This is an optimization exercise on Yosys and OpenROAD, whose aim is small area, a short achievable clock period and few clock cycles per item, not a production implementation. RTL that was checked went through simulation tests only; none was proved equivalent to the original. Power is estimated from default activity; no workload was simulated.

==> module multiply_n_divide_top, before the edit <==
module multiply_n_divide_top(clk, reset, a_in, b_in, m_d, start, result, ready);
    input [63:0] a_in, b_in;
    input clk, reset, start, m_d;
    output ready;
    output [128:0] result;
    function [6:0] len64;
        input [63:0] x;
        integer i;
        begin
            len64 = 7'd0;
            for (i = 0; i < 64; i = i + 1)
                if (x[i]) len64 = i + 1;
        end
    endfunction
    reg [63:0] H, L, Y;                            
    reg [5:0]  idx;
    reg        mb, g, op_mul, busy, setup;
    assign ready  = ~busy;
    assign result = {1'b0, H, L};
    wire [6:0] la = len64(a_in);
    wire [6:0] lb = len64(b_in);
    wire       sw_i    = lb < la;                  
    wire [6:0] m_i     = sw_i ? lb : la;
    wire [6:0] k_i     = la - lb;
    wire [5:0] kr_i    = k_i[5:0] | 6'd15;
    wire [5:0] la1_i   = la[5:0] - 6'd1;
    wire       bz_i    = (lb == 7'd0);
    wire       use_la  = la1_i <= kr_i;
    reg        sw_r, m0_r, m1_r, alb_r, d0_r;
    reg [5:0]  mi_r, s0_r;
    reg [1:0]  kq_r;
    always @(posedge clk) begin
        sw_r  <= sw_i;
        m0_r  <= (m_i == 7'd0);
        m1_r  <= (m_i == 7'd1);
        mi_r  <= m_i[5:0] - 6'd2;                  
        alb_r <= (la < lb) & ~bz_i;                
        s0_r  <= bz_i ? 6'd63 : (use_la ? la1_i : kr_i);
        kq_r  <= bz_i ? 2'd3 : k_i[5:4];
        d0_r  <= bz_i ? a_in[63] : (use_la ? 1'b1 : a_in[kr_i]);
    end
    wire        ysel = op_mul & sw_r;
    wire [63:0] ydin = ysel ? a_in : b_in;         
    wire [63:0] src  = ysel ? b_in : a_in;         
    reg  [63:0] r0;
    always @* begin
        case (kq_r)
            2'd0: r0 = {16'd0, a_in[63:16]};
            2'd1: r0 = {32'd0, a_in[63:32]};
            2'd2: r0 = {48'd0, a_in[63:48]};
            default: r0 = 64'd0;
        endcase
    end
    wire run_n = op_mul ? ~(m0_r | m1_r) : ~alb_r;
    wire       last   = (idx == 6'd0);
    wire [5:0] idx_nx = setup ? mi_r : idx - 6'd1;
    wire       mb_nx  = (setup & ~op_mul) ? d0_r : src[idx_nx];
    wire [64:0] xa = {L, mb & ~op_mul};
    wire [64:0] xb = {~op_mul, Y & {64{g}}};
    wire [66:0] s1 = {1'b0, xa, 1'b1} + {1'b0, xb, ~op_mul};
    wire [65:0] s  = s1[66:1];
    wire        co = s[65];                        
    wire [63:0] rem = (co | op_mul) ? s[63:0] : xa[63:0];
    wire [62:0] hp1 = H[62:0] + 63'd1;
    wire [62:0] hsh = (co & op_mul) ? hp1 : H[62:0];
    always @(posedge clk) begin
        Y <= op_mul ? ydin : ~b_in;
        if (reset) begin
            busy  <= 1'b0;
            setup <= 1'b0;
        end else if (!busy) begin
            if (start) begin
                busy   <= 1'b1;
                setup  <= 1'b1;
                op_mul <= m_d;
            end
        end else begin
            setup <= 1'b0;
            if (setup ? !run_n : last) busy <= 1'b0;
            idx <= setup & ~op_mul ? s0_r : idx_nx;
            mb  <= mb_nx;
            g   <= mb_nx | ~op_mul;
            if (setup) begin
                H <= (alb_r & ~op_mul) ? a_in : 64'd0;
                L <= op_mul ? (m0_r ? 64'd0 : ydin) : r0;
            end else if (op_mul | !last) begin
                H <= {hsh, op_mul ? s[64] : co};
                L <= rem;
            end else begin
                H <= rem;
                L <= {H[62:0], co};
            end
        end
    end
endmodule
Settings: LEC_CHECK=0, CAP_MARGIN=20, CORE_MARGIN=2, CORE_UTILIZATION=40, SLEW_MARGIN=20; clock period 4.5 ns.
run.sh (not shown) runs the stock make flow with config.mk's settings and CLKGATE_MAP_FILE= SYNTH_SCRIPT=/design/flow/synth_recipe.tcl, a recipe that flattens the netlist after the stock synthesis.
The first run completed, yet does not pass: negative setup slack.
Change:
--- a/flow/design.v
+++ b/flow/design.v
@@ -16,30 +16,27 @@
     reg [5:0]  idx;
     reg        mb, g, op_mul, busy, setup;
     assign ready  = ~busy;
     assign result = {1'b0, H, L};
-    wire [6:0] la = len64(a_in);
-    wire [6:0] lb = len64(b_in);
-    wire       sw_i    = lb < la;                  
-    wire [6:0] m_i     = sw_i ? lb : la;
+    reg  [6:0] la, lb;
+    always @(posedge clk) begin
+        la <= len64(a_in);
+        lb <= len64(b_in);
+    end
+    wire       sw_r    = lb < la;                  
+    wire [6:0] m_i     = sw_r ? lb : la;
+    wire       m0_r    = (m_i == 7'd0);
+    wire       m1_r    = (m_i == 7'd1);
+    wire [5:0] mi_r    = m_i[5:0] - 6'd2;          
     wire [6:0] k_i     = la - lb;
     wire [5:0] kr_i    = k_i[5:0] | 6'd15;
     wire [5:0] la1_i   = la[5:0] - 6'd1;
     wire       bz_i    = (lb == 7'd0);
     wire       use_la  = la1_i <= kr_i;
-    reg        sw_r, m0_r, m1_r, alb_r, d0_r;
-    reg [5:0]  mi_r, s0_r;
-    reg [1:0]  kq_r;
-    always @(posedge clk) begin
-        sw_r  <= sw_i;
-        m0_r  <= (m_i == 7'd0);
-        m1_r  <= (m_i == 7'd1);
-        mi_r  <= m_i[5:0] - 6'd2;                  
-        alb_r <= (la < lb) & ~bz_i;                
-        s0_r  <= bz_i ? 6'd63 : (use_la ? la1_i : kr_i);
-        kq_r  <= bz_i ? 2'd3 : k_i[5:4];
-        d0_r  <= bz_i ? a_in[63] : (use_la ? 1'b1 : a_in[kr_i]);
-    end
+    wire       alb_r   = (la < lb) & ~bz_i;        
+    wire [5:0] s0_r    = bz_i ? 6'd63 : (use_la ? la1_i : kr_i);
+    wire [1:0] kq_r    = bz_i ? 2'd3 : k_i[5:4];
+    wire       d0_r    = bz_i ? a_in[63] : (use_la ? 1'b1 : a_in[kr_i]);
     wire        ysel = op_mul & sw_r;
     wire [63:0] ydin = ysel ? a_in : b_in;         
     wire [63:0] src  = ysel ? b_in : a_in;         
     reg  [63:0] r0;
Result:
- This time the run produced a clean layout
- final area shrinks by 12%
- first-iteration DRC count grows by 18%
- combinational power shrinks by 7.6%
- total power shrinks by 4.6%
- sequential cell count shrinks by 5
- sequential power stays flat
- clock-buffer cell count grows by 13
- area after synthesis grows by 2.1%
- wire length grows by 4.8%
- die area grows by 2.0%
Testbench counts after the change, summed over its fixed seeds: cycles 24,540, items 1,280.
No functional check of the RTL was part of the first run of this note.

[port drivers added, routing unchanged]
The results above use ideal ports. As a check the final layouts listed here were re-extracted and re-timed, cells and wires unchanged. Step 1: set_driving_cell puts a clkbuf_16 on clk and a buf_2 on each other input, an assumption about the parent block. Step 2 also shifts input and output timing later by t, the mid clock arrival at the registers, as if the neighbouring blocks saw the same clock. Slacks: ideal ports / drivers / drivers and shift; pairs: ideal ports / drivers.
| run | t, ns | slack for setup (ns) | clock arrival spread, ns | worst data-port slew with drivers (ns) |
|---|---|---|---|---|
| the first run | 0.629 | -0.053 / -0.018 / -0.647 | 0.020 / 0.020 | 0.11 |
| the second run | 0.633 | 0.146 / 0.146 / 0.109 | 0.024 / 0.023 | 0.09 |
The setup slack of the first run, which loses most, moves by +0.035 ns with the drivers and by -0.594 ns with both steps.
